This design comes from an exercise in tuning for small area and a short achievable clock period on the open sky130 flow, not from production work. The RTL was checked by simulation tests, not by an equivalence proof against the original design. Power figures rest on the tool's default switching activity, not on a simulated workload.

$ cat design/flow/constraint.sdc
create_clock -name core_clock -period 12.0 [get_ports {i_clk}]
set_input_delay 2.4000 -clock core_clock [delete_from_list [all_inputs] [get_ports {i_clk}]]
set_output_delay 2.4000 -clock core_clock [all_outputs]
set_load 0.01 [all_outputs]
$ cat design/flow/design.v
`timescale 1ns/1ps
module ssemi_adc_decimator_fa (
    input  wire a,
    input  wire b,
    input  wire c,
    output wire s,
    output wire co
);
    assign s  = a ^ b ^ c;
    assign co = (a & b) | (c & (a ^ b));
endmodule
module ssemi_adc_decimator_ha (
    input  wire a,
    input  wire b,
    output wire s,
    output wire co
);
    assign s  = a ^ b;
    assign co = a & b;
endmodule
module ssemi_adc_decimator_rca #(
    parameter N = 7
) (
    input  wire [N-1:0] a,
    input  wire [N-1:0] b,
    input  wire         ci,
    output wire [N-1:0] s,
    output wire         co
);
    wire [N:0] c;
    assign c[0] = ci;
    genvar i;
    generate
        for (i = 0; i < N; i = i + 1) begin : bit_
            ssemi_adc_decimator_fa u_fa (
                .a(a[i]), .b(b[i]), .c(c[i]), .s(s[i]), .co(c[i+1]));
        end
    endgenerate
    assign co = c[N];
endmodule
module ssemi_adc_decimator_da_tree (
    input  wire [20:0] s_in,
    input  wire [20:0] c_in,
    input  wire [18:0] r0,
    input  wire [18:0] r1,
    input  wire [18:0] r2,
    input  wire [18:0] r3,
    input  wire [2:0]  nc,
    input  wire        k20,
    input  wire        k21,
    output wire [1:0]  o,
    output wire [20:0] s_out,
    output wire [20:0] c_out
);
  wire t0s, t0c;
  ssemi_adc_decimator_fa u0 (.a(c_in[0]), .b(nc[0]), .c(s_in[0]), .s(t0s), .co(t0c));
  wire t1s, t1c;
  ssemi_adc_decimator_fa u1 (.a(t0s), .b(r0[0]), .c(r1[0]), .s(t1s), .co(t1c));
  wire t2s, t2c;
  ssemi_adc_decimator_fa u2 (.a(r2[0]), .b(r3[0]), .c(t1s), .s(t2s), .co(t2c));
  wire t3s, t3c;
  ssemi_adc_decimator_fa u3 (.a(c_in[1]), .b(nc[1]), .c(s_in[1]), .s(t3s), .co(t3c));
  wire t4s, t4c;
  ssemi_adc_decimator_fa u4 (.a(t0c), .b(t3s), .c(r0[1]), .s(t4s), .co(t4c));
  wire t5s, t5c;
  ssemi_adc_decimator_fa u5 (.a(r1[1]), .b(r2[1]), .c(r3[1]), .s(t5s), .co(t5c));
  wire t6s, t6c;
  ssemi_adc_decimator_fa u6 (.a(t1c), .b(t4s), .c(t5s), .s(t6s), .co(t6c));
  wire t7s, t7c;
  ssemi_adc_decimator_ha u7 (.a(t2c), .b(t6s), .s(t7s), .co(t7c));
  wire t8s, t8c;
  ssemi_adc_decimator_fa u8 (.a(c_in[2]), .b(nc[2]), .c(s_in[2]), .s(t8s), .co(t8c));
  wire t9s, t9c;
  ssemi_adc_decimator_fa u9 (.a(t3c), .b(t8s), .c(r0[2]), .s(t9s), .co(t9c));
  wire t10s, t10c;
  ssemi_adc_decimator_fa u10 (.a(r1[2]), .b(r2[2]), .c(r3[2]), .s(t10s), .co(t10c));
  wire t11s, t11c;
  ssemi_adc_decimator_fa u11 (.a(t4c), .b(t5c), .c(t10s), .s(t11s), .co(t11c));
  wire t12s, t12c;
  ssemi_adc_decimator_fa u12 (.a(t9s), .b(t6c), .c(t11s), .s(t12s), .co(t12c));
  wire t13s, t13c;
  ssemi_adc_decimator_fa u13 (.a(c_in[3]), .b(s_in[3]), .c(t8c), .s(t13s), .co(t13c));
  wire t14s, t14c;
  ssemi_adc_decimator_fa u14 (.a(r0[3]), .b(r1[3]), .c(r2[3]), .s(t14s), .co(t14c));
  wire t15s, t15c;
  ssemi_adc_decimator_fa u15 (.a(r3[3]), .b(t13s), .c(t10c), .s(t15s), .co(t15c));
  wire t16s, t16c;
  ssemi_adc_decimator_fa u16 (.a(t9c), .b(t14s), .c(t15s), .s(t16s), .co(t16c));
  wire t17s, t17c;
  ssemi_adc_decimator_ha u17 (.a(t11c), .b(t12c), .s(t17s), .co(t17c));
  wire t18s, t18c;
  ssemi_adc_decimator_fa u18 (.a(c_in[4]), .b(s_in[4]), .c(r0[4]), .s(t18s), .co(t18c));
  wire t19s, t19c;
  ssemi_adc_decimator_fa u19 (.a(r1[4]), .b(r2[4]), .c(r3[4]), .s(t19s), .co(t19c));
  wire t20s, t20c;
  ssemi_adc_decimator_fa u20 (.a(t13c), .b(t14c), .c(t18s), .s(t20s), .co(t20c));
  wire t21s, t21c;
  ssemi_adc_decimator_fa u21 (.a(t19s), .b(t15c), .c(t20s), .s(t21s), .co(t21c));
  wire t22s, t22c;
  ssemi_adc_decimator_ha u22 (.a(t16c), .b(t21s), .s(t22s), .co(t22c));
  wire t23s, t23c;
  ssemi_adc_decimator_fa u23 (.a(c_in[5]), .b(s_in[5]), .c(r0[5]), .s(t23s), .co(t23c));
  wire t24s, t24c;
  ssemi_adc_decimator_fa u24 (.a(r1[5]), .b(r2[5]), .c(r3[5]), .s(t24s), .co(t24c));
  wire t25s, t25c;
  ssemi_adc_decimator_fa u25 (.a(t18c), .b(t19c), .c(t23s), .s(t25s), .co(t25c));
  wire t26s, t26c;
  ssemi_adc_decimator_fa u26 (.a(t24s), .b(t20c), .c(t25s), .s(t26s), .co(t26c));
  wire t27s, t27c;
  ssemi_adc_decimator_ha u27 (.a(t21c), .b(t26s), .s(t27s), .co(t27c));
  wire t28s, t28c;
  ssemi_adc_decimator_fa u28 (.a(c_in[6]), .b(s_in[6]), .c(r0[6]), .s(t28s), .co(t28c));
  wire t29s, t29c;
  ssemi_adc_decimator_fa u29 (.a(r1[6]), .b(r2[6]), .c(r3[6]), .s(t29s), .co(t29c));
  wire t30s, t30c;
  ssemi_adc_decimator_fa u30 (.a(t23c), .b(t24c), .c(t28s), .s(t30s), .co(t30c));
  wire t31s, t31c;
  ssemi_adc_decimator_fa u31 (.a(t29s), .b(t25c), .c(t30s), .s(t31s), .co(t31c));
  wire t32s, t32c;
  ssemi_adc_decimator_ha u32 (.a(t26c), .b(t31s), .s(t32s), .co(t32c));
  wire t33s, t33c;
  ssemi_adc_decimator_fa u33 (.a(c_in[7]), .b(s_in[7]), .c(r0[7]), .s(t33s), .co(t33c));
  wire t34s, t34c;
  ssemi_adc_decimator_fa u34 (.a(r1[7]), .b(r2[7]), .c(r3[7]), .s(t34s), .co(t34c));
  wire t35s, t35c;
  ssemi_adc_decimator_fa u35 (.a(t28c), .b(t29c), .c(t33s), .s(t35s), .co(t35c));
  wire t36s, t36c;
  ssemi_adc_decimator_fa u36 (.a(t34s), .b(t30c), .c(t35s), .s(t36s), .co(t36c));
  wire t37s, t37c;
  ssemi_adc_decimator_ha u37 (.a(t31c), .b(t36s), .s(t37s), .co(t37c));
  wire t38s, t38c;
  ssemi_adc_decimator_fa u38 (.a(c_in[8]), .b(s_in[8]), .c(r0[8]), .s(t38s), .co(t38c));
  wire t39s, t39c;
  ssemi_adc_decimator_fa u39 (.a(r1[8]), .b(r2[8]), .c(r3[8]), .s(t39s), .co(t39c));
  wire t40s, t40c;
  ssemi_adc_decimator_fa u40 (.a(t33c), .b(t34c), .c(t38s), .s(t40s), .co(t40c));
  wire t41s, t41c;
  ssemi_adc_decimator_fa u41 (.a(t39s), .b(t35c), .c(t40s), .s(t41s), .co(t41c));
  wire t42s, t42c;
  ssemi_adc_decimator_ha u42 (.a(t36c), .b(t41s), .s(t42s), .co(t42c));
  wire t43s, t43c;
  ssemi_adc_decimator_fa u43 (.a(c_in[9]), .b(s_in[9]), .c(r0[9]), .s(t43s), .co(t43c));
  wire t44s, t44c;
  ssemi_adc_decimator_fa u44 (.a(r1[9]), .b(r2[9]), .c(r3[9]), .s(t44s), .co(t44c));
  wire t45s, t45c;
  ssemi_adc_decimator_fa u45 (.a(t38c), .b(t39c), .c(t43s), .s(t45s), .co(t45c));
  wire t46s, t46c;
  ssemi_adc_decimator_fa u46 (.a(t44s), .b(t40c), .c(t45s), .s(t46s), .co(t46c));
  wire t47s, t47c;
  ssemi_adc_decimator_ha u47 (.a(t41c), .b(t46s), .s(t47s), .co(t47c));
  wire t48s, t48c;
  ssemi_adc_decimator_fa u48 (.a(c_in[10]), .b(s_in[10]), .c(r0[10]), .s(t48s), .co(t48c));
  wire t49s, t49c;
  ssemi_adc_decimator_fa u49 (.a(r1[10]), .b(r2[10]), .c(r3[10]), .s(t49s), .co(t49c));
  wire t50s, t50c;
  ssemi_adc_decimator_fa u50 (.a(t43c), .b(t44c), .c(t48s), .s(t50s), .co(t50c));
  wire t51s, t51c;
  ssemi_adc_decimator_fa u51 (.a(t49s), .b(t45c), .c(t50s), .s(t51s), .co(t51c));
  wire t52s, t52c;
  ssemi_adc_decimator_ha u52 (.a(t46c), .b(t51s), .s(t52s), .co(t52c));
  wire t53s, t53c;
  ssemi_adc_decimator_fa u53 (.a(c_in[11]), .b(s_in[11]), .c(r0[11]), .s(t53s), .co(t53c));
  wire t54s, t54c;
  ssemi_adc_decimator_fa u54 (.a(r1[11]), .b(r2[11]), .c(r3[11]), .s(t54s), .co(t54c));
  wire t55s, t55c;
  ssemi_adc_decimator_fa u55 (.a(t48c), .b(t49c), .c(t53s), .s(t55s), .co(t55c));
  wire t56s, t56c;
  ssemi_adc_decimator_fa u56 (.a(t54s), .b(t50c), .c(t55s), .s(t56s), .co(t56c));
  wire t57s, t57c;
  ssemi_adc_decimator_ha u57 (.a(t51c), .b(t56s), .s(t57s), .co(t57c));
  wire t58s, t58c;
  ssemi_adc_decimator_fa u58 (.a(c_in[12]), .b(s_in[12]), .c(r0[12]), .s(t58s), .co(t58c));
  wire t59s, t59c;
  ssemi_adc_decimator_fa u59 (.a(r1[12]), .b(r2[12]), .c(r3[12]), .s(t59s), .co(t59c));
  wire t60s, t60c;
  ssemi_adc_decimator_fa u60 (.a(t53c), .b(t54c), .c(t58s), .s(t60s), .co(t60c));
  wire t61s, t61c;
  ssemi_adc_decimator_fa u61 (.a(t59s), .b(t55c), .c(t60s), .s(t61s), .co(t61c));
  wire t62s, t62c;
  ssemi_adc_decimator_ha u62 (.a(t56c), .b(t61s), .s(t62s), .co(t62c));
  wire t63s, t63c;
  ssemi_adc_decimator_fa u63 (.a(c_in[13]), .b(s_in[13]), .c(r0[13]), .s(t63s), .co(t63c));
  wire t64s, t64c;
  ssemi_adc_decimator_fa u64 (.a(r1[13]), .b(r2[13]), .c(r3[13]), .s(t64s), .co(t64c));
  wire t65s, t65c;
  ssemi_adc_decimator_fa u65 (.a(t58c), .b(t59c), .c(t63s), .s(t65s), .co(t65c));
  wire t66s, t66c;
  ssemi_adc_decimator_fa u66 (.a(t64s), .b(t60c), .c(t65s), .s(t66s), .co(t66c));
  wire t67s, t67c;
  ssemi_adc_decimator_ha u67 (.a(t61c), .b(t66s), .s(t67s), .co(t67c));
  wire t68s, t68c;
  ssemi_adc_decimator_fa u68 (.a(c_in[14]), .b(s_in[14]), .c(r0[14]), .s(t68s), .co(t68c));
  wire t69s, t69c;
  ssemi_adc_decimator_fa u69 (.a(r1[14]), .b(r2[14]), .c(r3[14]), .s(t69s), .co(t69c));
  wire t70s, t70c;
  ssemi_adc_decimator_fa u70 (.a(t63c), .b(t64c), .c(t68s), .s(t70s), .co(t70c));
  wire t71s, t71c;
  ssemi_adc_decimator_fa u71 (.a(t69s), .b(t65c), .c(t70s), .s(t71s), .co(t71c));
  wire t72s, t72c;
  ssemi_adc_decimator_ha u72 (.a(t66c), .b(t71s), .s(t72s), .co(t72c));
  wire t73s, t73c;
  ssemi_adc_decimator_fa u73 (.a(c_in[15]), .b(s_in[15]), .c(r0[15]), .s(t73s), .co(t73c));
  wire t74s, t74c;
  ssemi_adc_decimator_fa u74 (.a(r1[15]), .b(r2[15]), .c(r3[15]), .s(t74s), .co(t74c));
  wire t75s, t75c;
  ssemi_adc_decimator_fa u75 (.a(t68c), .b(t69c), .c(t73s), .s(t75s), .co(t75c));
  wire t76s, t76c;
  ssemi_adc_decimator_fa u76 (.a(t74s), .b(t70c), .c(t75s), .s(t76s), .co(t76c));
  wire t77s, t77c;
  ssemi_adc_decimator_ha u77 (.a(t71c), .b(t76s), .s(t77s), .co(t77c));
  wire t78s, t78c;
  ssemi_adc_decimator_fa u78 (.a(c_in[16]), .b(s_in[16]), .c(r0[16]), .s(t78s), .co(t78c));
  wire t79s, t79c;
  ssemi_adc_decimator_fa u79 (.a(r1[16]), .b(r2[16]), .c(r3[16]), .s(t79s), .co(t79c));
  wire t80s, t80c;
  ssemi_adc_decimator_fa u80 (.a(t73c), .b(t74c), .c(t78s), .s(t80s), .co(t80c));
  wire t81s, t81c;
  ssemi_adc_decimator_fa u81 (.a(t79s), .b(t75c), .c(t80s), .s(t81s), .co(t81c));
  wire t82s, t82c;
  ssemi_adc_decimator_ha u82 (.a(t76c), .b(t81s), .s(t82s), .co(t82c));
  wire t83s, t83c;
  ssemi_adc_decimator_fa u83 (.a(c_in[17]), .b(s_in[17]), .c(r0[17]), .s(t83s), .co(t83c));
  wire t84s, t84c;
  ssemi_adc_decimator_fa u84 (.a(r1[17]), .b(r2[17]), .c(r3[17]), .s(t84s), .co(t84c));
  wire t85s, t85c;
  ssemi_adc_decimator_fa u85 (.a(t78c), .b(t79c), .c(t83s), .s(t85s), .co(t85c));
  wire t86s, t86c;
  ssemi_adc_decimator_fa u86 (.a(t84s), .b(t80c), .c(t85s), .s(t86s), .co(t86c));
  wire t87s, t87c;
  ssemi_adc_decimator_ha u87 (.a(t81c), .b(t86s), .s(t87s), .co(t87c));
  wire t88s, t88c;
  ssemi_adc_decimator_fa u88 (.a(c_in[18]), .b(s_in[18]), .c(r0[18]), .s(t88s), .co(t88c));
  wire t89s, t89c;
  ssemi_adc_decimator_fa u89 (.a(r1[18]), .b(r2[18]), .c(r3[18]), .s(t89s), .co(t89c));
  wire t90s, t90c;
  ssemi_adc_decimator_fa u90 (.a(t83c), .b(t84c), .c(t88s), .s(t90s), .co(t90c));
  wire t91s, t91c;
  ssemi_adc_decimator_fa u91 (.a(t89s), .b(t85c), .c(t90s), .s(t91s), .co(t91c));
  wire t92s, t92c;
  ssemi_adc_decimator_ha u92 (.a(t86c), .b(t91s), .s(t92s), .co(t92c));
  wire t93s, t93c;
  ssemi_adc_decimator_fa u93 (.a(c_in[19]), .b(s_in[19]), .c(t88c), .s(t93s), .co(t93c));
  wire t94s, t94c;
  ssemi_adc_decimator_fa u94 (.a(t89c), .b(t93s), .c(t90c), .s(t94s), .co(t94c));
  wire t95s, t95c;
  ssemi_adc_decimator_ha u95 (.a(t91c), .b(t94s), .s(t95s), .co(t95c));
  wire t96s, t96c;
  ssemi_adc_decimator_fa u96 (.a(c_in[20]), .b(k20), .c(s_in[20]), .s(t96s), .co(t96c));
  wire t97s, t97c;
  ssemi_adc_decimator_fa u97 (.a(t96s), .b(t93c), .c(t94c), .s(t97s), .co(t97c));
  wire t98s, t98c;
  ssemi_adc_decimator_ha u98 (.a(k21), .b(t96c), .s(t98s), .co(t98c));
  assign o[0] = t2s;
  assign o[1] = t7s;
  assign s_out[0] = t7c;
  assign c_out[0] = t12s;
  assign s_out[1] = t16s;
  assign c_out[1] = t17s;
  assign s_out[2] = t17c;
  assign c_out[2] = t22s;
  assign s_out[3] = t22c;
  assign c_out[3] = t27s;
  assign s_out[4] = t27c;
  assign c_out[4] = t32s;
  assign s_out[5] = t32c;
  assign c_out[5] = t37s;
  assign s_out[6] = t37c;
  assign c_out[6] = t42s;
  assign s_out[7] = t42c;
  assign c_out[7] = t47s;
  assign s_out[8] = t47c;
  assign c_out[8] = t52s;
  assign s_out[9] = t52c;
  assign c_out[9] = t57s;
  assign s_out[10] = t57c;
  assign c_out[10] = t62s;
  assign s_out[11] = t62c;
  assign c_out[11] = t67s;
  assign s_out[12] = t67c;
  assign c_out[12] = t72s;
  assign s_out[13] = t72c;
  assign c_out[13] = t77s;
  assign s_out[14] = t77c;
  assign c_out[14] = t82s;
  assign s_out[15] = t82c;
  assign c_out[15] = t87s;
  assign s_out[16] = t87c;
  assign c_out[16] = t92s;
  assign s_out[17] = t92c;
  assign c_out[17] = t95s;
  assign s_out[18] = t95c;
  assign c_out[18] = t97s;
  assign s_out[19] = t97c;
  assign c_out[19] = t98s;
  assign s_out[20] = t98c;
  assign c_out[20] = 1'b0;
endmodule
module ssemi_adc_decimator_core (
    input  wire        i_clk,           
    input  wire        i_rst_n,         
    input  wire        i_enable,        
    input  wire        i_valid,         
    input  wire [15:0] i_data,          
    input  wire        i_coeff_we,      
    input  wire [1:0]  i_coeff_addr,    
    input  wire [17:0] i_coeff_data,    
    output wire        o_valid,         
    output wire [23:0] o_data,          
    output wire        o_overflow,      
    output wire        o_underflow      
);
    localparam [5:0] PH_LAST = 6'd36;
    reg        r_acc;      
    reg        r_clr;      
    reg [15:0] r_x;        
    always @(posedge i_clk or negedge i_rst_n) begin
        if (!i_rst_n) begin
            r_acc <= 1'b0;
            r_clr <= 1'b1;
            r_x   <= 16'd0;
        end else begin
            r_acc <= i_enable & i_valid;
            r_clr <= ~i_enable;
            r_x   <= i_data & {16{i_enable & i_valid}};
        end
    end
    reg [5:0] cnt;         
    reg [5:0] ph;          
    wire      ev = r_acc & (&cnt);
    always @(posedge i_clk or negedge i_rst_n) begin
        if (!i_rst_n) begin
            cnt <= 6'd0;
            ph  <= 6'd0;
        end else begin
            cnt <= r_clr ? 6'd0 : cnt + {5'd0, r_acc};
            if (r_clr)
                ph <= 6'd0;
            else if (ev)
                ph <= 6'd1;
            else if (ph != 6'd0 && ph != PH_LAST)
                ph <= ph + 6'd1;
            else
                ph <= 6'd0;
        end
    end
    reg [7:0] mAc, mBc, mJc, gA, gB;
    always @(posedge i_clk or negedge i_rst_n) begin
        if (!i_rst_n) begin
            mAc <= 8'h00;
            mBc <= 8'h00;
            mJc <= 8'h00;
            gA  <= 8'h00;
            gB  <= 8'h00;
        end else begin
            mAc <= {mAc[6:0], ~r_clr};
            mBc <= {mBc[6:0], ~r_clr};
            mJc <= {mJc[6:0], ~(r_clr | ev)};
            gA  <= {gA[6:0], i_enable & i_valid & ~r_clr};
            gB  <= {gB[6:0], i_enable & i_valid & ~r_clr};
        end
    end
    reg [5:0] x1;
    reg [2:0] x2a, x2b;
    reg [7:1] sg;
    always @(posedge i_clk or negedge i_rst_n) begin
        if (!i_rst_n) begin
            x1  <= 6'd0;
            x2a <= 3'd0;
            x2b <= 3'd0;
            sg  <= 7'd0;
        end else begin
            x1  <= r_x[11:6];
            x2a <= r_x[14:12];
            x2b <= x2a;
            sg  <= {sg[6:1], r_x[15]};
        end
    end
    wire [47:0] xs = {{2{1'b0}}, {4{sg[7]}}, {6{sg[6]}}, {6{sg[5]}}, {6{sg[4]}},
                      {6{sg[3]}}, {3{sg[2]}}, x2b, x1, r_x[5:0]};
    reg [45:0] I0, I1, I2, I3, J;
    reg [34:0] cyf;        
    genvar d;
    generate
        for (d = 0; d < 8; d = d + 1) begin : seg
            localparam LO = 6 * d;
            localparam WD = (d == 7) ? 4 : 6;
            wire mA = mAc[d];
            wire mB = mBc[d];
            wire mJ = mJc[d];
            wire g  = gA[d];
            wire h  = gB[d];
            wire [4:0] ci;
            wire [4:0] co;
            wire [WD-1:0] s0, s1, s2, s3, s4;
            if (d == 0) begin : c0_
                assign ci = 5'd0;
            end else begin : cn_
                assign ci = cyf[5*(d-1) +: 5];
            end
            ssemi_adc_decimator_rca #(.N(WD)) a0 (
                .a(I0[LO +: WD] & {WD{mA}}), .b(xs[LO +: WD]),
                .ci(ci[0]), .s(s0), .co(co[0]));
            ssemi_adc_decimator_rca #(.N(WD)) a1 (
                .a(I1[LO +: WD] & {WD{mA}}), .b(I0[LO +: WD] & {WD{g}}),
                .ci(ci[1]), .s(s1), .co(co[1]));
            ssemi_adc_decimator_rca #(.N(WD)) a2 (
                .a(I2[LO +: WD] & {WD{mA}}), .b(I1[LO +: WD] & {WD{g}}),
                .ci(ci[2]), .s(s2), .co(co[2]));
            ssemi_adc_decimator_rca #(.N(WD)) a3 (
                .a(I3[LO +: WD] & {WD{mB}}), .b(I2[LO +: WD] & {WD{h}}),
                .ci(ci[3]), .s(s3), .co(co[3]));
            ssemi_adc_decimator_rca #(.N(WD)) a4 (
                .a(J[LO +: WD] & {WD{mJ}}), .b(I3[LO +: WD] & {WD{h}}),
                .ci(ci[4]), .s(s4), .co(co[4]));
            always @(posedge i_clk) begin
                I0[LO +: WD] <= s0;
                I1[LO +: WD] <= s1;
                I2[LO +: WD] <= s2;
                I3[LO +: WD] <= s3;
                J[LO +: WD]  <= s4;
            end
            if (d < 7) begin : cy_
                always @(posedge i_clk) begin
                    cyf[5*d +: 5] <= co;
                end
            end
        end
    endgenerate
    reg [5:0] mr;          
    always @(posedge i_clk) begin
        case (ph[2:0])
            3'd2:    mr <= J[11:6];
            3'd3:    mr <= J[17:12];
            3'd4:    mr <= J[23:18];
            3'd5:    mr <= J[29:24];
            3'd6:    mr <= J[35:30];
            3'd7:    mr <= J[41:36];
            3'd0:    mr <= {2'd0, J[45:42]};
            default: mr <= J[5:0];
        endcase
    end
    reg  [4:1]  cz;        
    always @(posedge i_clk or negedge i_rst_n) begin
        if (!i_rst_n)
            cz <= 4'hf;
        else if (r_clr)
            cz <= 4'hf;
        else if (ph == 6'd12)
            cz <= 4'h0;
    end
    reg [191:0] Df;        
    reg [17:0]  pipe;      
    reg [4:1]   bc;        
    wire [5:0]  diff4;
    reg  [5:0]  pipe4;
    genvar k;
    generate
        for (k = 1; k <= 4; k = k + 1) begin : comb
            wire [5:0] ink;
            if (k == 1) begin : i1_
                assign ink = mr;
            end else begin : in_
                assign ink = pipe[6*(k-2) +: 6];
            end
            wire act = (ph >= k + 1) && (ph <= k + 8);
            wire [5:0] dk = Df[48*(k-1) +: 6] & {6{~cz[k]}};
            wire [5:0] diff;
            wire       co;
            ssemi_adc_decimator_rca #(.N(6)) sub (
                .a(ink), .b(~dk), .ci(bc[k]), .s(diff), .co(co));
            always @(posedge i_clk) begin
                bc[k] <= (ph == k) | co;    
                if (act)
                    Df[48*(k-1) +: 48] <= {ink, Df[48*(k-1)+6 +: 42]};
            end
            if (k < 4) begin : p_
                always @(posedge i_clk) pipe[6*(k-1) +: 6] <= diff;
            end else begin : l_
                assign diff4 = diff;
                always @(posedge i_clk) pipe4 <= diff;
            end
        end
    endgenerate
    reg [31:0] c0;         
    always @(posedge i_clk) begin
        case (ph)
            6'd8:  c0[3:0]   <= pipe4[5:2];
            6'd9:  c0[9:4]   <= pipe4;
            6'd10: c0[15:10] <= pipe4;
            6'd11: c0[21:16] <= pipe4;
            6'd12: c0[27:22] <= pipe4;
            6'd13: c0[31:28] <= pipe4[3:0];
            default: ;
        endcase
    end
    reg [17:0] h0, h1, h2, h3;
    always @(posedge i_clk or negedge i_rst_n) begin
        if (!i_rst_n) begin
            h0 <= 18'h10000;
            h1 <= 18'h0FFFF;
            h2 <= 18'h0FFFE;
            h3 <= 18'h0FFFD;
        end else if (i_coeff_we) begin
            case (i_coeff_addr)
                2'd0: h0 <= i_coeff_data;
                2'd1: h1 <= i_coeff_data;
                2'd2: h2 <= i_coeff_data;
                default: h3 <= i_coeff_data;
            endcase
        end
    end
    reg [3:1] hv;          
    always @(posedge i_clk or negedge i_rst_n) begin
        if (!i_rst_n)
            hv <= 3'd0;
        else if (r_clr)
            hv <= 3'd0;
        else if (ph == PH_LAST)
            hv <= {hv[2:1], 1'b1};
    end
    reg        enc;        
    reg        efirst;     
    reg  [3:0] e;          
    always @(posedge i_clk or negedge i_rst_n) begin
        if (!i_rst_n) begin
            enc    <= 1'b0;
            efirst <= 1'b0;
            e      <= 4'd0;
        end else begin
            enc    <= ~r_clr & (ph >= 6'd8) & (ph <= 6'd23);
            efirst <= ~r_clr & (ph == 6'd8);
            e      <= (ph == 6'd8) ? 4'd0 : e + 4'd1;
        end
    end
    wire [1:0] p0 = c0 >> {e, 1'b0};
    reg [31:0] ch1, ch2, ch3;   
    reg [3:0]  pv;              
    wire [3:0] b1 = {ch3[1] & hv[3], ch2[1] & hv[2], ch1[1] & hv[1], p0[1]};
    wire [3:0] b0 = {ch3[0] & hv[3], ch2[0] & hv[2], ch1[0] & hv[1], p0[0]};
    wire [3:0] bm = pv & {hv, 1'b1} & {4{~efirst}};
    wire [3:0] one = b0 ^ bm;
    wire [3:0] two = (b1 & ~b0 & ~bm) | (~b1 & b0 & bm);
    wire [3:0] neg = b1;
    wire [2:0] nneg = {2'd0, neg[0]} + {2'd0, neg[1]} + {2'd0, neg[2]} + {2'd0, neg[3]};
    reg [3:0] bone, btwo, bneg;
    reg [2:0] bnc;
    reg       da, dfirst;
    always @(posedge i_clk) begin
        bone   <= one & {4{enc}};
        btwo   <= two & {4{enc}};
        bneg   <= neg & {4{enc}};
        bnc    <= nneg & {3{enc}};
        da     <= enc;
        dfirst <= efirst;
        if (enc) begin
            pv  <= {ch3[1], ch2[1], ch1[1], p0[1]};
            ch1 <= {p0, ch1[31:2]};
            ch2 <= {ch1[1:0], ch2[31:2]};
            ch3 <= {ch2[1:0], ch3[31:2]};
        end
    end
    wire [18:0] rw [0:3];
    wire [17:0] hh [0:3];
    assign hh[0] = h0;
    assign hh[1] = h1;
    assign hh[2] = h2;
    assign hh[3] = h3;
    genvar t;
    generate
        for (t = 0; t < 4; t = t + 1) begin : row
            wire [18:0] m = ({19{bone[t]}} & {hh[t][17], hh[t]}) |
                            ({19{btwo[t]}} & {hh[t], 1'b0});
            wire [18:0] r = m ^ {19{bneg[t]}};
            assign rw[t] = {da & ~r[18], r[17:0]};
        end
    endgenerate
    reg  [20:0] S, C;      
    reg  [27:0] yl;        
    wire [1:0]  o2;
    wire [20:0] sn, cn;
    ssemi_adc_decimator_da_tree u_tree (
        .s_in(S & {21{~dfirst}}),
        .c_in(C & {21{~dfirst}}),
        .r0(rw[0]), .r1(rw[1]), .r2(rw[2]), .r3(rw[3]),
        .nc(bnc), .k20(dfirst), .k21(da),
        .o(o2), .s_out(sn), .c_out(cn)
    );
    always @(posedge i_clk) begin
        S  <= sn;
        C  <= cn;
        yl <= {o2, yl[27:2]};
    end
    wire over  = ~yl[27] & (|yl[26:23]);
    wire under = yl[27] & ~(&yl[26:23]);
    reg [23:0] od;
    reg        oo, ou, ov;
    always @(posedge i_clk) begin
        od <= over ? 24'h7fffff : (under ? 24'h800000 : yl[23:0]);
        oo <= over;
        ou <= under;
    end
    always @(posedge i_clk or negedge i_rst_n) begin
        if (!i_rst_n)
            ov <= 1'b0;
        else
            ov <= (ph == PH_LAST) & i_enable & ~r_clr;
    end
    assign o_valid     = ov;
    assign o_data      = od;
    assign o_overflow  = oo;
    assign o_underflow = ou;
endmodule
$ cat design/flow/standard.sh
#!/bin/bash
# synth_recipe.tcl (not shown) runs the flow's synth.tcl, then flattens the netlist and writes it again
# the make line also repeats each setting of config.mk as NAME=value (left out here)
make -C /OpenROAD-flow-scripts/flow DESIGN_CONFIG=/design/flow/config.mk WORK_HOME=/design/flow/orfs CLKGATE_MAP_FILE= SYNTH_SCRIPT=/design/flow/synth_recipe.tcl "${@:-finish}"
$ cat design/flow/config.mk
export PLATFORM = sky130hd
export DESIGN_NAME = ssemi_adc_decimator_core
export DESIGN_NICKNAME = ssemi_adc_decimator_core
export VERILOG_FILES = /design/flow/design.v
export SDC_FILE = /design/flow/constraint.sdc
export NUM_CORES = 4
export LEC_CHECK = 0
export CAP_MARGIN = 20
export CORE_MARGIN = 2
export CORE_UTILIZATION = 45
export CTS_CLUSTER_DIAMETER = 100
export CTS_CLUSTER_SIZE = 24
export PLACE_DENSITY = 0.6
export SLEW_MARGIN = 20
export SYNTH_HIERARCHICAL = 1
export SYNTH_MINIMUM_KEEP_SIZE = 0
$ cat design/flow/flow/run.sh
#!/bin/bash
set -euo pipefail
export BUFFER_PORTS_ARGS="-buffer_cell sky130_fd_sc_hd__buf_2"
bash standard.sh > standard_flow.log 2>&1
==> impl_metrics.csv, run 1 <==
group,metric,value,unit
status,outcome,"complete, no violations",
floorplan,die_h,288,um
logic_synthesis,synth_seq_cells,889,
layout,area_growth,6.77,%
sta,tightestPinTransition,1100,ps
critical_path,crit_chain,"inv_1, nand2_1, fa_1, fa_1, fa_1, fa_1, fa_1, fa_1, a31o_1",
sta,hold_viol_final,0,
routing,drc,0,
routing,num_vias,16800,
pwr,finalPower,5.18,mW
layout,nNetsFinal,2780,
layout,regArea,21900,sq um
routing,first_iter_violations,1041,
routing,wire_per_inst,16.4,um
grt,grt_antenna_before_repair,3,
routing,first_pass_iters,6,
pwr,ir_worst_vdd,0.102,mV
floorplan,coreArea,80200,sq um
grt,grt_usage,0.144,
critical_path,path_class,"flop to flop",
critical_path,crit_arrival,4330,ps
logic_synthesis,synth-main-ff-cell,"dfxtp_1",
critical_path,cp_slowest_cell,"inv_1",
logic_synthesis,synth_top_area_share,0.266,
grt,grt_max_degree,67,
logic_synthesis,synth_area_leaders,"edfxtp_1, dfxtp_1, fa_1",
clock_network,root_buffer,"clkbuf_16",
clock_network,numCtsBuffers,43,
clock_network,path_clk_slew,90,ps
critical_path,cp.required,12510,ps
logic_synthesis,seq_area_frac_synth,0.602,
layout,drive_above_1_share,0.112,
pwr,powerDensity,134,nW/um^2
logic_synthesis,synth_area,36300,sq um
grt,grt_overflow,0,
sta,min_period,3820,ps
layout,multi_input_area,13800,sq um
grt,grt_pass1_wl,96.3,mm
sta,relSlewSlack,0.263,
pwr,cellLeakagePower,15.8,nW
clock_network,cts_tree,"done",
sta,final_max_slew_viol_count,0,
sta,timing.setup.tns,0,ps
critical_path,crit_path_frequent_cell,"fa_1",
routing,drt_wl_total,56.9,mm
clock_network,clk_path_buf_depth,3,
grt,grt_pass1_vias,18200,
floorplan,dieWidth,288,um
floorplan,initial_core_util,0.453,
routing,viasPerCell,4.83,
clock_network,clk_latency,620,ps
logic_synthesis,synth_top_cells_by_count,"and2_1, dfxtp_1, fa_1, edfxtp_1, dfrtp_1",
flow_run,drv_cap,0,
logic_synthesis,yosysTopAreaCell,"edfxtp_1",
logic_synthesis,syn_inst,2368,
sta,fmax,0.262,GHz
critical_path,cp-start-kind,"flop",
logic_synthesis,synthArstFlopShare,0.175,
sta,rsz0062_at_grt,"false",
place,port_buffers,67,
critical_path,crit_fanout,25,
logic_synthesis,synth_warnings,7,
floorplan,fp-row-count,104,
sta,skew,36.3,ps
routing,ant_nets,0,
sta,setup_viol,0,
floorplan,io_pins,68,
critical_path,slowest_delay,580,ps
place,place.gp.congestion,0.787,
logic_synthesis,synth_edf_count,321,
logic_synthesis,yosys.cell_count.top_type,"and2_1",
place,dp_hpwl,38.4,mm
clock_network,ctsHtreeMaxLevel,2,
clock_network,ctsHoldBuffers,0,
clock_network,cts_setup_buffers,0,
logic_synthesis,synth_cell_types,53,
sta,finalCritPeriodShare,0.318,
critical_path,cp-end-kind,"flop",
layout,nFillCells,6942,
min_path,hold_path.class,"flop to flop",
clock_network,numClockSinks,889,
clock_network,cts.repair.resized,0,
floorplan,die-area,82900,sq um
logic_synthesis,avgSynthCellArea,15.3,sq um
critical_path,rrSetupSlack,8180,ps
-- critical path: cells and delay by family (launching register included) --
family                   cells  cell delay, ps
AND/OR/NAND/NOR              1             160
AO/OA/AOI/OAI                1             190
adder cells (fa/ha/maj)      6            2440
flip-flops                   1             370
buffers and inverters        1             580
-- final timing paths --
path | start | end | depth (start not counted)
worst max-delay path | cz[3] | bc[2] | 9
worst min-delay path | r_x[6] | x1[0] | 0
worst max register to register | cz[3] | bc[2] | 9
worst min register to register | r_x[6] | x1[0] | 0
max in group asynchronous | i_rst_n | enc | 3
min in group asynchronous | i_rst_n | r_x[14] | 1
-- layout make-up --
class                   instances  area share
flip-flops and latches        889       0.564
clock buffers                  74      0.0313
well taps                    1060      0.0342
clock inverters                 5     0.00149
repair buffers                 84      0.0121
inverters                      12     0.00116
multi-input cells            1343       0.355
diodes                          2    0.000129
-- per-module statistics from Yosys, one instance, submodules excluded, excerpt --
module | cells | area [sq um] | flip-flops and latches
ssemi_adc_decimator_core | 1970 | 29000 | 889
ssemi_adc_decimator_fa | 1 | 20.0 | 0
ssemi_adc_decimator_ha | 1 | 12.5 | 0
ssemi_adc_decimator_da_tree | 45 | 334 | 0
-- cells by family after synthesis --
group	share of synthesized area
other cells	0.000207
xor+xnor	0.0215
fa+ha+maj	0.196
buf+inv	0.0199
mux	0.0287
compound gates	0.0266
flops	0.602
simple gates	0.105
-- per-layer routing --
layer | part of all wire | wire [um] | vias to the layer above | global-route usage
li1 | - | - | 7829 | -
met1 | 0.47 | 26500 | 8638 | 0.204
met2 | 0.48 | 27200 | 216 | 0.234
met3 | 0.033 | 1900 | 80 | 0.0208
met4 | 0.024 | 1360 | 0 | 0.0391
met5 | 0 | 0 | - | 0
-- power by group --
group | switching (mW) | leakage [nW] | internal, mW
Clock | 0.930 | 0.600 | 0.704
Combinational | 0.0857 | 7.02 | 0.0928
Sequential | 0.102 | 8.17 | 3.27
-- sequential cells by signal, summed over array words and instances (netlist names), 21 cells and up --
name,count
Df,192
ch1,31
C,21
J,46
I3,46
cyf,35
S,21
ch2,31
od,24
c0,32
I2,46
I0,46
ch3,31
I1,46
yl,28
-- per-stage QoR --
stage               cell area [sq um]  hold WS, ps  setup slack (ps)  instances  utilization
CTS                             38700          355              8130       3467        0.483
global route                    38700          364              7890       3467        0.483
floorplan                       36300          331              7980       2372            -
finish                          38700          351              8180       3469        0.483
detailed placement              37500          336              7480       3388        0.467
global placement                37500          334              7600       3388        0.467
-- placed cells by master (no fill, tap or decap), types with 31 or more instances in the layout --
master / instances
nand2_1: 48
nor2b_1: 50
dfxtp_1: 412
a22oi_1: 70
mux2_2: 74
dfstp_2: 49
and2_1: 428
nor2_1: 80
edfxtp_1: 321
buf_2: 66
ha_1: 31
fa_1: 335
xnor2_1: 82
dfrtp_1: 106
clkbuf_16: 44
==> run 2: changes to the inputs <==
--- a/design/flow/design.v
+++ b/design/flow/design.v
@@ -439,14 +439,19 @@
             default: mr <= J[5:0];
         endcase
     end
-    reg  [4:1]  cz;        
+    reg  [4:1]  cv;        
+    reg  [4:1]  cf;        
     always @(posedge i_clk or negedge i_rst_n) begin
-        if (!i_rst_n)
-            cz <= 4'hf;
-        else if (r_clr)
-            cz <= 4'hf;
-        else if (ph == 6'd12)
-            cz <= 4'h0;
+        if (!i_rst_n) begin
+            cv <= 4'h0;
+            cf <= 4'h0;
+        end else begin
+            if (r_clr)
+                cv <= 4'h0;
+            else if (ph == 6'd12)
+                cv <= 4'hf;
+            cf <= {ph == 6'd4, ph == 6'd3, ph == 6'd2, ph == 6'd1};
+        end
     end
     reg [191:0] Df;        
     reg [17:0]  pipe;      
@@ -463,13 +468,13 @@
                 assign ink = pipe[6*(k-2) +: 6];
             end
             wire act = (ph >= k + 1) && (ph <= k + 8);
-            wire [5:0] dk = Df[48*(k-1) +: 6] & {6{~cz[k]}};
+            wire [5:0] dk = Df[48*(k-1) +: 6] & {6{cv[k]}};
             wire [5:0] diff;
             wire       co;
             ssemi_adc_decimator_rca #(.N(6)) sub (
-                .a(ink), .b(~dk), .ci(bc[k]), .s(diff), .co(co));
+                .a(ink), .b(~dk), .ci(bc[k] | cf[k]), .s(diff), .co(co));
             always @(posedge i_clk) begin
-                bc[k] <= (ph == k) | co;    
+                bc[k] <= co;
                 if (act)
                     Df[48*(k-1) +: 48] <= {ink, Df[48*(k-1)+6 +: 42]};
             end
==> run 2 against run 1 <==
Still clean on timing, DRC and antenna; sequential share of layout area increased by 0.096 points; sequential power about the same; register-to-register slack improved by 150 ps; clock-buffer cell count decreased by 1; total power is 0.44% higher; utilization is 0.057 points higher; worst hold slack improved by 2.8 ps; critical path type unchanged; highest routed layer unchanged.
==> impl_metrics.csv, run 2 <==
group,metric,value,unit
layout,nNetsFinal,2783,
grt,grt_pass1_wl,96.3,mm
layout,regMostFlops,"Df",
critical_path,crit_arrival,4130,ps
pwr,cellInternalPower,4.10,mW
logic_synthesis,yosys.cell_count.top_type,"and2_1",
critical_path,cp-end-kind,"flop",
critical_path,cp.required,12460,ps
clock_network,root_buffer,"clkbuf_16",
grt,use_met1,0.208,
critical_path,crit_fanout,25,
floorplan,io_pins,68,
grt,grt_max_degree,103,
place,dp_cells,3391,
place,dp_hpwl,38.8,mm
clock_network,cts.repair.resized,0,
logic_synthesis,synth_cell_types,49,
floorplan,fp-row-count,104,
clock_network,numClockSinks,893,
clock_network,path_clk_slew,90,ps
layout,layout.cells.non_filler,3469,
pwr,ir_worst_vdd,0.103,mV
layout,area_growth,6.75,%
logic_synthesis,synth_area_leaders,"edfxtp_1, dfxtp_1, fa_1",
logic_synthesis,yosysTopAreaCell,"edfxtp_1",
flow_run,drv_cap,0,
pwr,power.share.clock,0.315,
routing,wire_per_inst,16.5,um
critical_path,crit_chain,"nand2_1, fa_1, fa_1, fa_1, fa_1, fa_1, fa_1",
routing,drc,0,
grt,grt_overflow,0,
sta,min_period,3670,ps
layout,antennaDiodeCount,0,
logic_synthesis,synth_area,36400,sq um
logic_synthesis,syn_inst,2375,
layout,final_common_cell,"and2_1",
sta,finalCritPeriodShare,0.306,
floorplan,die-area,83200,sq um
routing,num_vias,16800,
place,port_buffers,67,
pwr,swShare,0.213,
critical_path,slowest_delay,930,ps
grt,grt_pass1_vias,18200,
floorplan,initial_core_util,0.453,
pwr,p_seq_frac,0.651,
routing,first_iter_violations,953,
clock_network,numCtsBuffers,43,
sta,final_max_slew_viol_count,0,
layout,postLayoutCoreUtil,0.484,
logic_synthesis,avgSynthCellArea,15.3,sq um
pwr,powerDensity,134,nW/um^2
sta,relSlewSlack,0.298,
sta,skew,25.6,ps
layout,final_cell_mix,"and2_1, dfxtp_1, fa_1",
routing,viasPerCell,4.84,
logic_synthesis,synth_top_cells_by_count,"and2_1, dfxtp_1, fa_1, edfxtp_1, dfrtp_1",
logic_synthesis,synth-main-ff-cell,"dfxtp_1",
logic_synthesis,synthArstFlopShare,0.179,
floorplan,die_h,288,um
grt,grt_usage,0.144,
pwr,combPwrFrac,0.034,
clock_network,clk_latency,610,ps
clock_network,ctsHtreeMaxLevel,2,
min_path,hold_path.class,"flop to flop",
sta,rsz0062_at_grt,"false",
floorplan,coreArea,80300,sq um
place,place.gp.congestion,0.789,
status,outcome,"complete, no violations",
critical_path,path_class,"flop to flop",
layout,drive_above_1_share,0.113,
clock_network,ctsHoldBuffers,0,
grt,grt_antenna_before_repair,4,
layout,multi_input_area,13800,sq um
pwr,cellLeakagePower,15.8,nW
critical_path,cp_slowest_cell,"dfrtp_1",
clock_network,cts_setup_buffers,0,
sta,setup_viol,0,
clock_network,cts_tree,"done",
grt,top_usage_layer,"met2",
floorplan,dieWidth,288,um
critical_path,cpLargestDelayFamily,"adder cells",
critical_path,path_buf_inv,0,
sta,fmax,0.272,GHz
pwr,power_switching,1.11,mW
logic_synthesis,synth_top_area_share,0.265,
logic_synthesis,synth_edf_count,321,
grt,grt_util_met2,0.232,
layout,largest_reg_flops,192,
routing,first_pass_iters,5,
critical_path,crit_path_frequent_cell,"fa_1",
critical_path,cp-start-kind,"flop",
routing,ant_nets,0,
logic_synthesis,synth_warnings,7,
sta,tightestPinTransition,1050,ps
layout,regArea,22000,sq um
routing,drt_wl_total,57.3,mm
logic_synthesis,seq_area_frac_synth,0.603,
sta,hold_viol_final,0,
grt,grt_use_met3,0.0190,
sta,timing.setup.tns,0,ps
logic_synthesis,synth_seq_cells,893,
layout,nFillCells,6893,
clock_network,clk_path_buf_depth,3,
## run 2: cell types whose count changed in the layout (fill, tap and decap cells not counted), sizes merged, moves of 3 or more
cell and delta:
nand3 -3, o21ai -4, dfrtp +5, and2 +4
a21oi +3, or2 +4, and3 +4, inv -4
## run 2: cell families (layout without fill, tap and decap cells)
family | count (synthesis) | after routing | share of synthesized area
flops | 893 | 893 | 0.603
fa+ha+maj | 365 | 365 | 0.195
compound gates | 125 | 125 | 0.0252
buf+inv | 138 | 168 | 0.0196
xor+xnor | 90 | 90 | 0.0217
other cells | 2 | 6 | 0.000206
simple gates | 673 | 673 | 0.107
mux | 89 | 89 | 0.0289
## run 2: layout make-up
cell class | instances | share of cell area
inverter | 9 | 0.000870
timing repair buffer | 82 | 0.0120
sequential | 893 | 0.565
multi-input combinational | 1348 | 0.355
clock buffer | 73 | 0.0317
tap | 1060 | 0.0341
clock inverter | 4 | 0.00113
## run 2: worst paths after layout
check,start,to,slack (ps),depth (start not counted)
min in group asynchronous,i_rst_n,r_x[13],1750,1
worst min-delay path,r_x[10],x1[4],350,0
max in group asynchronous,i_rst_n,e[3],9020,2
worst max register to register,cv[3],pipe[17],8330,7
worst max-delay path,cv[3],pipe[17],8330,7
worst min register to register,r_x[10],x1[4],350,0
## run 2: per-layer routing
metal  vias up  wire length (um)
li1       7833                 -
met1      8645             26700
met2       248             27500
met3        80              1830
met4         0              1260
met5         -                 0
## run 2: per-module statistics from Yosys (local to each module, per instance), a selection
module                       cells  flops+latches  times used
ssemi_adc_decimator_core      1977            893           1
ssemi_adc_decimator_da_tree     45              0           1
ssemi_adc_decimator_fa           1              0         334
ssemi_adc_decimator_ha           1              0          19
## run 2: through the flow
step / hold slack (ps) / setup slack, ps / total power, mW / instance area (sq um)
after floorplan: 331 / 6730 / 3.54 / 36400
after global placement: 335 / 7990 / 3.63 / 37500
after detailed placement: 336 / 7950 / 3.64 / 37500
after CTS: 355 / 8300 / 5.29 / 38800
after global routing: 361 / 8110 / 5.43 / 38800
final: 354 / 8330 / 5.20 / 38800
## run 2: power by group through the flow
| stage | combinational [mW] | sequential, mW | clock, mW |
|---|---|---|---|
| 4_1_cts | 0.185 | 3.39 | 1.71 |
| 2_1_floorplan | 0.135 | 3.41 | 0 |
| 3_3_place_gp | 0.172 | 3.45 | 0 |
| 5_1_grt | 0.209 | 3.41 | 1.81 |
| 6_report | 0.179 | 3.39 | 1.64 |
| 3_5_place_dp | 0.183 | 3.46 | 0 |
==> run 3: changes to the inputs <==
--- a/design/flow/design.v
+++ b/design/flow/design.v
@@ -441,19 +441,18 @@
     end
     reg  [4:1]  cv;        
     reg  [4:1]  cf;        
+    wire [4:1]  cvn = {4{~r_clr}} & (cv | {ph == 6'd12, ph == 6'd11, ph == 6'd10, ph == 6'd9});
     always @(posedge i_clk or negedge i_rst_n) begin
         if (!i_rst_n) begin
             cv <= 4'h0;
             cf <= 4'h0;
         end else begin
-            if (r_clr)
-                cv <= 4'h0;
-            else if (ph == 6'd12)
-                cv <= 4'hf;
+            cv <= cvn;
             cf <= {ph == 6'd4, ph == 6'd3, ph == 6'd2, ph == 6'd1};
         end
     end
-    reg [191:0] Df;        
+    reg [167:0] Dh;        
+    reg [23:0]  Dn;        
     reg [17:0]  pipe;      
     reg [4:1]   bc;        
     wire [5:0]  diff4;
@@ -468,15 +467,18 @@
                 assign ink = pipe[6*(k-2) +: 6];
             end
             wire act = (ph >= k + 1) && (ph <= k + 8);
-            wire [5:0] dk = Df[48*(k-1) +: 6] & {6{cv[k]}};
             wire [5:0] diff;
             wire       co;
             ssemi_adc_decimator_rca #(.N(6)) sub (
-                .a(ink), .b(~dk), .ci(bc[k] | cf[k]), .s(diff), .co(co));
+                .a(ink), .b(Dn[6*(k-1) +: 6]), .ci(bc[k] | cf[k]), .s(diff), .co(co));
             always @(posedge i_clk) begin
                 bc[k] <= co;
-                if (act)
-                    Df[48*(k-1) +: 48] <= {ink, Df[48*(k-1)+6 +: 42]};
+                if (act) begin
+                    Dh[42*(k-1) +: 42]  <= {ink, Dh[42*(k-1)+6 +: 36]};
+                    Dn[6*(k-1) +: 6]    <= ~(Dh[42*(k-1) +: 6] & {6{cvn[k]}});
+                end else begin
+                    Dn[6*(k-1) +: 6]    <= Dn[6*(k-1) +: 6] | {6{~cvn[k]}};
+                end
             end
             if (k < 4) begin : p_
                 always @(posedge i_clk) pipe[6*(k-1) +: 6] <= diff;
--- a/design/flow/config.mk
+++ b/design/flow/config.mk
@@ -7,10 +7,10 @@
 export LEC_CHECK = 0
 export CAP_MARGIN = 20
 export CORE_MARGIN = 2
-export CORE_UTILIZATION = 45
+export CORE_UTILIZATION = 65
 export CTS_CLUSTER_DIAMETER = 100
 export CTS_CLUSTER_SIZE = 24
-export PLACE_DENSITY = 0.6
+export PLACE_DENSITY = 0.8
 export SLEW_MARGIN = 20
 export SYNTH_HIERARCHICAL = 1
 export SYNTH_MINIMUM_KEEP_SIZE = 0
==> run 3 against run 2 <==
Clock skew down 5.9 ps; first-iteration DRC count up 24%; largest cell class unchanged; still clean on timing, DRC and antenna; critical path depth down 6.
==> impl_metrics.csv, run 3 <==
group,metric,value,unit
logic_synthesis,synth_warnings,7,
layout,regMostFlops,"Dh",
critical_path,ff2ff_path_depth,7,
layout,final_common_cell,"dfxtp_1",
pwr,finalPower,5.20,mW
pwr,cellInternalPower,4.10,mW
pwr,p_seq_frac,0.650,
pwr,powerDensity,135,nW/um^2
grt,grt_antenna_before_repair,2,
pwr,power.share.clock,0.314,
critical_path,path_class,"flop to output port",
routing,viasPerCell,5.36,
logic_synthesis,synth_top_cells_by_count,"dfxtp_1, and2_1, fa_1, edfxtp_1, dfrtp_1",
pwr,cellLeakagePower,16.2,nW
routing,first_pass_iters,6,
pwr,ir_worst_vdd,0.149,mV
critical_path,crit_arrival,1210,ps
sta,skew,19.7,ps
critical_path,rrSetupSlack,8490,ps
clock_network,ctsHoldBuffers,0,
clock_network,path_clk_slew,100,ps
logic_synthesis,yosys.cell_count.top_type,"dfxtp_1",
min_path,hold_path.class,"flop to flop",
layout,antennaDiodeCount,0,
routing,first_iter_violations,1185,
sta,setup_ws,8390,ps
pwr,combPwrFrac,0.036,
critical_path,path_buf_inv,1,
clock_network,ctsHtreeMaxLevel,2,
floorplan,coreArea,55300,sq um
routing,ant_nets,0,
place,place.gp.congestion,0.817,
logic_synthesis,synth_cell_types,52,
layout,drive_above_1_share,0.112,
routing,num_vias,17100,
pwr,power_switching,1.10,mW
clock_network,cts.repair.resized,0,
grt,grt_util_met2,0.339,
logic_synthesis,synth_seq_cells,896,
grt,grt_overflow,0,
layout,area_growth,5.59,%
sta,tightestPinTransition,1070,ps
floorplan,dieWidth,241,um
critical_path,slowest_delay,440,ps
routing,drt_wl_total,55.7,mm
sta,timing.setup.tns,0,ps
sta,hold-worst-slack,350,ps
place,port_buffers,67,
layout,postLayoutCoreUtil,0.696,
critical_path,crit_fanout,1,
logic_synthesis,syn_inst,2405,
logic_synthesis,seq_area_frac_synth,0.598,
floorplan,die_h,241,um
pwr,swShare,0.211,
layout,largest_reg_flops,168,
layout,final_cell_mix,"dfxtp_1, and2_1, fa_1",
floorplan,die-area,58000,sq um
layout,nNetsFinal,2814,
place,dp_cells,3109,
logic_synthesis,avgSynthCellArea,15.2,sq um
logic_synthesis,synth_top_area_share,0.245,
sta,hold_viol_final,0,
place,dp_slack,7880,ps
critical_path,cp-start-kind,"flop",
critical_path,cp-end-kind,"output port",
logic_synthesis,synth_area,36500,sq um
status,outcome,"complete, no violations",
grt,top_usage_layer,"met2",
sta,relSlewSlack,0.284,
routing,drc,0,
sta,rsz0062_at_grt,"false",
sta,setup_viol,0,
sta,fmax,0.277,GHz
critical_path,crit_chain,"buf_2",
clock_network,root_buffer,"clkbuf_16",
grt,use_met1,0.285,
logic_synthesis,synth_area_leaders,"edfxtp_1, dfxtp_1, fa_1",
place,post_dp_cell_area,37200,sq um
grt,grt_pass1_vias,18300,
critical_path,cp_slowest_cell,"dfrtp_1",
grt,grt_max_degree,108,
floorplan,fp-row-count,86,
clock_network,numClockSinks,896,
clock_network,clk_path_buf_depth,3,
clock_network,cts_setup_buffers,0,
place,dp_hpwl,37.6,mm
logic_synthesis,synthArstFlopShare,0.182,
sta,min_period,3610,ps
sta,final_max_slew_viol_count,0,
logic_synthesis,synth-main-ff-cell,"dfxtp_1",
clock_network,cts_tree,"done",
clock_network,numCtsBuffers,43,
layout,design_area,38500,sq um
layout,layout.cells.non_filler,3189,
grt,grt_use_met3,0.0260,
flow_run,drv_cap,0,
routing,wire_per_inst,17.5,um
grt,grt_pass1_wl,93.6,mm
floorplan,initial_core_util,0.659,
critical_path,cpLargestDelayFamily,"flip-flops",
critical_path,cp.required,9600,ps
critical_path,cp_num_cells,1,
grt,grt_usage,0.205,
min_path,holdPathStages,0,
clock_network,clk_latency,600,ps
logic_synthesis,synth_edf_count,297,
sta,finalCritPeriodShare,0.301,
logic_synthesis,yosysTopAreaCell,"edfxtp_1",
floorplan,io_pins,68,
## run 3: path summary, 6_finish.rpt
kind	from	endpoint
max in group asynchronous	i_rst_n	enc
setup / recovery	ov	o_valid
hold / removal	r_x[9]	x1[3]
min in group asynchronous	i_rst_n	r_x[8]
setup reg to reg	mBc[3]	I3[23]
hold reg to reg	r_x[9]	x1[3]
## run 3: cell type report
class,instances,area [sq um]
Inverter,14,52.6
Clock inverter,2,33.8
Fill cell,3619,16800
Tap cell,748,936
Multi-Input combinational cell,1369,14000
Timing Repair Buffer,83,485
Clock buffer,77,1250
Sequential cell,896,21800
## run 3: cell families (layout without fill, tap and decap cells)
kind of cell             after synthesis  count (layout)  share of synthesized area
XOR/XNOR                              90              90                     0.0216
buffers and inverters                144             176                     0.0203
multiplexers                          91              91                     0.0290
AND/OR/NAND/NOR                      666             666                      0.106
flip-flops                           896             896                      0.598
adder cells (fa/ha/maj)              366             366                      0.195
AO/OA/AOI/OAI                        150             150                     0.0310
other                                  2               6                   0.000206
## run 3: per-module statistics from Yosys, one instance, submodules excluded, excerpt
module	cells	flip-flops and latches
ssemi_adc_decimator_da_tree	45	0
ssemi_adc_decimator_core	2007	896
ssemi_adc_decimator_ha	1	0
ssemi_adc_decimator_fa	1	0
## run 3: layer usage
layer  share of wire  routed length [um]  up-vias
met5         0.00049                  27        -
met4           0.032                1760        4
met3           0.033                1820      111
met2            0.50               27700      262
met1            0.44               24300     8764
li1                -                   -     7954
## run 3: power by group through the flow
stage / clock network, mW / logic (mW) / registers [mW]
finish: 1.63 / 0.185 / 3.38
global route: 1.79 / 0.215 / 3.40
CTS: 1.68 / 0.190 / 3.38
detailed placement: 0 / 0.188 / 3.45
global placement: 0 / 0.172 / 3.44
floorplan: 0 / 0.135 / 3.41
==> run 4: changes to the inputs <==
--- a/design/flow/config.mk
+++ b/design/flow/config.mk
@@ -8,8 +8,8 @@
 export CAP_MARGIN = 20
 export CORE_MARGIN = 2
 export CORE_UTILIZATION = 65
-export CTS_CLUSTER_DIAMETER = 100
-export CTS_CLUSTER_SIZE = 24
+export CTS_CLUSTER_DIAMETER = 110
+export CTS_CLUSTER_SIZE = 28
 export PLACE_DENSITY = 0.8
 export SLEW_MARGIN = 20
 export SYNTH_HIERARCHICAL = 1
==> run 4 against run 3 <==
Register-to-register slack improved by 20 ps; via count decreased by 0.48%; setup slack improved by 19 ps; total power decreased by 3.3%; combinational power about the same; cell count decreased by 0.47%; non-clock buffer count decreased by 1; design area decreased by 0.72%; worst hold slack got worse by 1.3 ps; first-iteration DRC count increased by 4.9%; routed wire length decreased by 1.3%; highest routed layer unchanged.
==> impl_metrics.csv, run 4 <==
group,metric,value,unit
layout,multi_input_area,14000,sq um
sta,setup_ws,8410,ps
layout,nNetsFinal,2807,
place,place.gp.congestion,0.817,
logic_synthesis,synth_warnings,7,
logic_synthesis,syn_inst,2405,
clock_network,ctsHtreeMaxLevel,2,
place,dp_slack,7880,ps
min_path,hp-start,"r_x[9]",
layout,antennaDiodeCount,0,
place,port_buffers,67,
sta,final_max_slew_viol_count,0,
clock_network,numCtsBuffers,37,
routing,viasPerCell,5.36,
layout,final_common_cell,"dfxtp_1",
critical_path,rrSetupSlack,8510,ps
clock_network,numClockSinks,896,
layout,largest_reg_flops,168,
critical_path,path_buf_inv,1,
grt,grt_overflow,0,
clock_network,cts.repair.resized,0,
routing,ant_nets,0,
critical_path,ff2ff_path_depth,7,
layout,regMostFlops,"Dh",
logic_synthesis,synth_top_cells_by_count,"dfxtp_1, and2_1, fa_1, edfxtp_1, dfrtp_1",
min_path,min_to,"x1[3]",
sta,hold_viol_final,0,
critical_path,crit_fanout,1,
logic_synthesis,synth_edf_count,297,
critical_path,cp_slowest_cell,"dfrtp_1",
critical_path,path_class,"flop to output port",
grt,grt_pass1_wl,92.9,mm
routing,drc,0,
critical_path,crit_arrival,1190,ps
logic_synthesis,synth_cell_types,52,
sta,timing.setup.tns,0,ps
critical_path,r2r_end,"I1[29]",
floorplan,fp-row-count,86,
critical_path,r2r_start,"mBc[4]",
logic_synthesis,yosysTopAreaCell,"edfxtp_1",
critical_path,cp-start-kind,"flop",
clock_network,ctsHoldBuffers,0,
critical_path,crit_chain,"buf_2",
critical_path,cp.required,9600,ps
status,outcome,"complete, no violations",
pwr,powerDensity,132,nW/um^2
logic_synthesis,yosys.cell_count.top_type,"dfxtp_1",
sta,fmax,0.279,GHz
grt,grt_max_degree,108,
critical_path,slowest_delay,440,ps
pwr,ir_worst_vdd,0.129,mV
logic_synthesis,synth_area,36500,sq um
routing,drt_wl_total,55.0,mm
critical_path,cpLargestDelayFamily,"flip-flops",
routing,first_pass_iters,6,
floorplan,die_h,241,um
clock_network,clk_path_buf_depth,3,
logic_synthesis,synth_seq_cells,896,
layout,drive_above_1_share,0.108,
min_path,hold_path.class,"flop to flop",
floorplan,coreArea,55300,sq um
routing,num_vias,17000,
floorplan,initial_core_util,0.659,
routing,wire_per_inst,17.3,um
sta,tightestPinTransition,1080,ps
clock_network,path_clk_slew,110,ps
clock_network,cts_setup_buffers,0,
logic_synthesis,synth_top_area_share,0.245,
layout,area_growth,4.84,%
clock_network,root_buffer,"clkbuf_16",
floorplan,dieWidth,241,um
flow_run,drv_cap,0,
logic_synthesis,synthArstFlopShare,0.182,
sta,rsz0062_at_grt,"false",
critical_path,cp-startpoint,"ov",
sta,finalCritPeriodShare,0.299,
min_path,holdPathStages,0,
critical_path,cp-end-kind,"output port",
logic_synthesis,synth-main-ff-cell,"dfxtp_1",
layout,regArea,21800,sq um
routing,first_iter_violations,1243,
sta,min_period,3590,ps
layout,nFillCells,3669,
clock_network,clk_latency,600,ps
clock_network,cts_tree,"done",
place,dp_hpwl,37.6,mm
sta,relSlewSlack,0.278,
floorplan,io_pins,68,
logic_synthesis,seq_area_frac_synth,0.598,
grt,grt_pass1_vias,18100,
logic_synthesis,avgSynthCellArea,15.2,sq um
layout,final_cell_mix,"dfxtp_1, and2_1, fa_1",
grt,grt_usage,0.203,
logic_synthesis,synth_area_leaders,"edfxtp_1, dfxtp_1, fa_1",
sta,skew,23.8,ps
sta,setup_viol,0,
pwr,cellLeakagePower,16.1,nW
floorplan,die-area,58000,sq um
grt,grt_antenna_before_repair,1,
==> run 4: modules after synthesis, one instance, submodules excluded, a selection <==
module / times used / flip-flops and latches / cells inside
ssemi_adc_decimator_ha: 19 / 0 / 1
ssemi_adc_decimator_da_tree: 1 / 0 / 45
ssemi_adc_decimator_core: 1 / 896 / 2007
ssemi_adc_decimator_fa: 334 / 0 / 1
==> run 4: layer usage <==
metal | routed length [um] | share of wire | track usage
met2 | 27200 | 0.50 | 0.334
met4 | 1750 | 0.032 | 0.0718
met5 | 13 | 0.00024 | 0
met3 | 1630 | 0.030 | 0.0247
met1 | 24300 | 0.44 | 0.286
==> run 4: worst register-to-register path: stages (launching register included) <==
cell and delay (ps):
dfrtp_1 630, and2_1 280, fa_1 440, fa_1 390
fa_1 400, fa_1 390, fa_1 390, fa_1 450
==> run 4: worst max path at each step <==
stage / cells after the start / end / slack (ps)
after detailed placement: 2 / enc / 7880
after global placement: 2 / enc / 7940
after floorplan: 4 / h0[10] / 8380
after global routing: 2 / enc / 8320
final: 1 / o_valid / 8410
after CTS: 1 / o_valid / 8370
==> run 4: report_power, final <==
group	switching, mW	total (mW)	internal (mW)
Clock	0.867	1.46	0.594
Sequential	0.101	3.38	3.28
Combinational	0.0899	0.184	0.0943
Total	1.06	5.03	3.97
==> run 4: metrics by stage <==
step / utilization / power, mW / hold slack [ps] / cells / area, sq um
finish: 0.691 / 5.03 / 349 / 3174 / 38200
global route: 0.691 / 5.23 / 365 / 3174 / 38200
CTS: 0.691 / 5.08 / 358 / 3174 / 38200
detailed placement: 0.672 / 3.64 / 336 / 3109 / 37200
global placement: 0.672 / 3.61 / 334 / 3109 / 37200
floorplan: - / 3.54 / 331 / 2409 / 36500
==> run 4: cell families after synthesis <==
group                      after synthesis  share of synthesized area
DFF                                    896                      0.598
and+or+nand+nor                        666                      0.106
adders and majority gates              366                      0.195
AOI/OAI and AO/OA                      150                     0.0310
buffers and inverters                  144                     0.0203
muxes                                   91                     0.0290
xor gates and xnor gates                90                     0.0216
other                                    2                   0.000206
==> run 4: area by class of cell <==
| type | count | share of cell area |
|---|---|---|
| well taps | 748 | 0.0245 |
| flip-flops and latches | 896 | 0.570 |
| repair buffers | 82 | 0.0120 |
| inverters | 14 | 0.00137 |
| multi-input cells | 1369 | 0.365 |
| clock buffers | 65 | 0.0270 |

[port drivers added, routing unchanged]
Ports are ideal in the flow. The routed layouts listed here were re-timed in OpenROAD.
Step 1: set_driving_cell puts a clkbuf_16 on i_clk and a buf_2 on each other input, an assumption about the parent block.
Step 2 adds t to the input delays and takes it off the output delays; t is the mean of the earliest and latest rising clock arrival at the registers after step 1. Input paths then give back, and output paths get back, about the clock's delay inside the block.
Three values: ideal, step 1, step 2; two values: the first two.
run	shift t [ns]	setup slack, ns	worst setup path at the end	worst data-port slew with drivers (ns)
run 1	0.663	8.179 / 8.179 / 7.599	input, reset recovery	0.12
run 2	0.664	8.328 / 8.328 / 7.926	input to register	0.10
run 3	0.657	8.393 / 8.330 / 7.992	input to register	0.06
run 4	0.650	8.412 / 8.349 / 7.988	input to register	0.06
After both steps every run listed still meets setup and hold. The setup slack of run 1, which loses most, moves by 0.000 ns with the drivers and by -0.580 ns with both steps. The worst setup slack also covers recovery checks on asynchronous resets.
